From an optimization exercise on the open Yosys and OpenROAD flow, aimed at small area, a short achievable clock period and few clock cycles per item; shortcuts taken in it are not production practice. Only simulation tests tie the RTL to the original design; equivalence was not proved. Power is estimated from default activity; no workload was simulated.

==> 04-22 <==
Design main, start of the top module:
module main(
	input rst_i,
	input clk_i,
	input [7 : 0] a_in,
	input [7 : 0] b_in,
	output busy_out,
	output [15 : 0] y_out
);
Settings: LEC_CHECK=0, CAP_MARGIN=20, CORE_AREA=2.5 2.5 59.5 59.5, DIE_AREA=0 0 62 62, SETUP_SLACK_MARGIN=2.75, SLEW_MARGIN=20; clock period 5.0 ns.
standard.sh (not shown) runs the stock make flow with config.mk's settings and CLKGATE_MAP_FILE= SYNTH_SCRIPT=/design/flow/synth_recipe.tcl, a recipe that flattens the netlist after the stock synthesis.
==> flow/flow/run.sh <==
#!/bin/bash
# Own flow: the standard layout (standard.sh) with these changes:
#  - synthesis is replaced by flow/netlist.v, the netlist that gen/ makes from
#    rtl/ (ORFS synthesis module by module, without full-adder extraction, with
#    the ABC scripts in gen/abc/); its registers are the standard synthesis's;
#  - the port buffers are the smallest buffer (buf_1);
#  - the one tie cell of the netlist drives all constant outputs
#    (SKIP_REPAIR_TIE_FANOUT).
# make's output goes to standard.log, each ORFS step's log to orfs/logs/.
set -euo pipefail
here=$(pwd)
bash standard.sh "SYNTH_NETLIST_FILES=$here/flow/netlist.v" \
  "BUFFER_PORTS_ARGS=-buffer_cell sky130_fd_sc_hd__buf_1" \
  SKIP_REPAIR_TIE_FANOUT=1 finish > standard.log 2>&1
Other scripts of this flow, unchanged in this note and not shown: flow/flow/netlist.v
==> 08-17: changes against 04-22 <==
Settings changed: SETUP_SLACK_MARGIN 2.75 to 2.9.
==> 04-27: changes against 04-22 <==
Settings changed: SETUP_SLACK_MARGIN 2.75 to unset.
==> results.txt <==
- Sequential cell count is the same in 04-22 and 04-27.
- Setup slack, highest first: 04-22, 08-17, 04-27.
- Worst hold slack: 04-22 is higher than 04-27 (10 ps).
- Die area is the same in 04-27 and 04-22.
- Via count: 04-27 < 04-22 < 08-17.
- Core utilization, lowest first: 04-27, 04-22, 08-17.
- Cell area, lowest first: 04-27, 04-22, 08-17.
==> figures <==
metric                                                 04-27       04-22       08-17
PostCTS Resize Cnt                                         0           1           8
Status                      no timing/DRC/antenna violations  no timing/DRC/antenna violations  no timing/DRC/antenna violations
Slowest stage cell on the critical path              o21ai_0    edfxtp_1    edfxtp_1
Largest fanout of any net on the critical path             5           4           4
GRT Resource Usage Total                               8.23%       8.30%       8.94%
Finished Layout Cells                                    170         173         177
Largest incremental delay on the critical path        280 ps      380 ps      420 ps
Critical path origin                                 b_in[4]           e           e
Detailed Route WL                                    1.44 mm     1.43 mm     1.53 mm
Switching pwr                                        79.2 uW     78.7 uW     83.3 uW
Total sequential power                                125 uW      124 uW      124 uW
Met2 routing resource usage after global routing       12.8%       13.4%       14.7%
Per-cell via count in the routed design                 4.10        4.18        4.28
Detailed-route wire length per cell                  8.45 um     8.27 um     8.64 um
Slew at the pin closest to its max-slew limit         516 ps      542 ps      514 ps
Testbench counts of 04-22, summed over its fixed seeds: cycles 2,400, items 2,400.
Testbench counts of 08-17, summed over its fixed seeds: cycles 2,400, items 2,400.
Testbench counts of 04-27, summed over its fixed seeds: cycles 2,400, items 2,400.

========
==> v11: inputs <==
main, a different RTL version from the one above (not shown whole).
clock: 5.0 ns
lec_check: 0
cap_margin: 20
core_area: 2.5 2.5 59.5 59.5
die_area: 0 0 62 62
setup_slack_margin: 2.8
slew_margin: 20
==> flow/flow/run.sh <==
#!/bin/bash
# Own flow: the standard layout (standard.sh) with two changes:
#  - synthesis runs flow/synth.tcl: ORFS's synthesis with the same passes and
#    register names, but without full-adder extraction and with ABC mapping by
#    flow/abc.script;
#  - the port buffers are the smallest buffer (buf_1).
# Each step's full log is in orfs/logs/; make's output is in standard.log.
set -euo pipefail
here=$(pwd)
export MY_ABC_SCRIPT=$here/flow/abc.script
bash standard.sh "SYNTH_SCRIPT=$here/flow/synth.tcl" \
  "BUFFER_PORTS_ARGS=-buffer_cell sky130_fd_sc_hd__buf_1" finish > standard.log 2>&1
==> flow/flow/abc.script <==
strash; dch; map -D 1200; topo; buffer -c; upsize -D 1200 -c; dnsize -D 1200 -c
==> flow/flow/synth.tcl <==
# ORFS synthesis as synth_recipe.tcl runs it, but with extract_fa skipped and
# abc given the script named by MY_ABC_SCRIPT.
proc synth {args} { yosys synth -nofsm -noshare {*}$args }
proc extract_fa {args} { puts "extract_fa: skipped by my_synth.tcl" }
proc abc {args} {
  set i [lsearch -exact $args -script]
  if {$i >= 0} { lset args [expr {$i + 1}] $::env(MY_ABC_SCRIPT) }
  puts "abc (my_synth.tcl): $args"
  yosys abc {*}$args
}
source $::env(SCRIPTS_DIR)/synth.tcl
# left out here: clear keep_hierarchy, flatten, clean up, hide names made inside functions, write 1_2_yosys.v
==> v18 (differences from v11) <==
SETUP_SLACK_MARGIN = 2.5   (was 2.8)
==> qor summary <==
| quantity | v18 | v11 |
|---|---|---|
| Result of the run | no timing/DRC/antenna violations | no timing/DRC/antenna violations |
| Net switching share of the total power | 31.7% | 32.3% |
| Clock network share of area | 2.53% | 2.28% |
| Fraction of the core area covered by cells at the end of the flow | 33.8% | 37.5% |
| Internal power of the cells | 180 uW | 191 uW |
| Static leakage | 0.432 nW | 0.495 nW |
| Power density cells | 253 nW/um2 | 244 nW/um2 |
| Top achievable clock speed | 0.433 GHz | 0.450 GHz |
| M1 GR Usage | 12.8% | 12.1% |
| Fin cells | 191 | 196 |
| Average wire length per cell after detail routing | 9.04 um | 9.57 um |
| Reported clock group power | 56.0 uW | 56.8 uW |
| Total length of routed wires | 1730 um | 1880 um |
| Fraction of standard cell area in multi-input logic | 46.0% | 46.0% |
| Total via count in the routed design | 809 | 861 |
| Number of inserted filler cells in the final layout | 342 | 339 |
| Setup Buffers After CTS | 0 | 2 |
| # nets final | 166 | 171 |
| Arrival time reported for the critical path endpoint | 1.31 ns | 1.22 ns |
| Share of total power in combinational logic | 31.3% | 35.4% |
| Total GRT Usage | 9.37% | 10.4% |
| Final hold slack | 1.03 ns | 1.05 ns |
| Layout-stage area growth over the synthesis result | 17.5% | 30.6% |
| Met3 layer usage reported by global route | 0.621% | 1.66% |
| Share of layout cells above drive strength 1 | 3.40% | 21.1% |
| Source of the critical timing path | e | q[1] |
Testbench counts of v11, summed over its fixed seeds: cycles 2,400, items 2,400.
Testbench counts of v18, summed over its fixed seeds: cycles 2,400, items 2,400.

-- what the ideal ports hide --
In the flow no input, the clock included, has a driving cell. The finished layouts below were timed again as built, in two steps.
Step 1 assumes that a clkbuf_16 drives the clock port and a buf_2 every other input.
Step 2 times the ports against the registers' clock, not the clock port: input delays grow and output delays shrink by t, the midpoint of the rising clock arrivals with the driver on.
a / b / c = ideal / step 1 / step 2; a / b = the first two.
run	t (ns)	setup WS [ns]	worst hold slack (ns)	worst setup path after step 2	slew at the worst register clock pin (ns)
04-22	0.273	2.801 / 2.782 / 2.609	1.057 / 1.060 / 1.333	input to register	0.06 / 0.06
08-17	0.277	2.782 / 2.765 / 2.686	0.980 / 0.996 / 1.272	input to register	0.06 / 0.06
04-27	0.281	2.681 / 2.672 / 2.391	1.047 / 1.052 / 1.333	input to register	0.06 / 0.06
v11	0.278	2.776 / 2.755 / 2.525	1.046 / 1.050 / 1.328	input to register	0.06 / 0.06
v18	0.277	2.690 / 2.668 / 2.493	1.031 / 1.031 / 1.307	input to register	0.06 / 0.06
After both steps every run listed still meets setup and hold. The setup slack of 04-27, which loses most, moves by -0.009 ns with the drivers and by -0.290 ns with both steps.
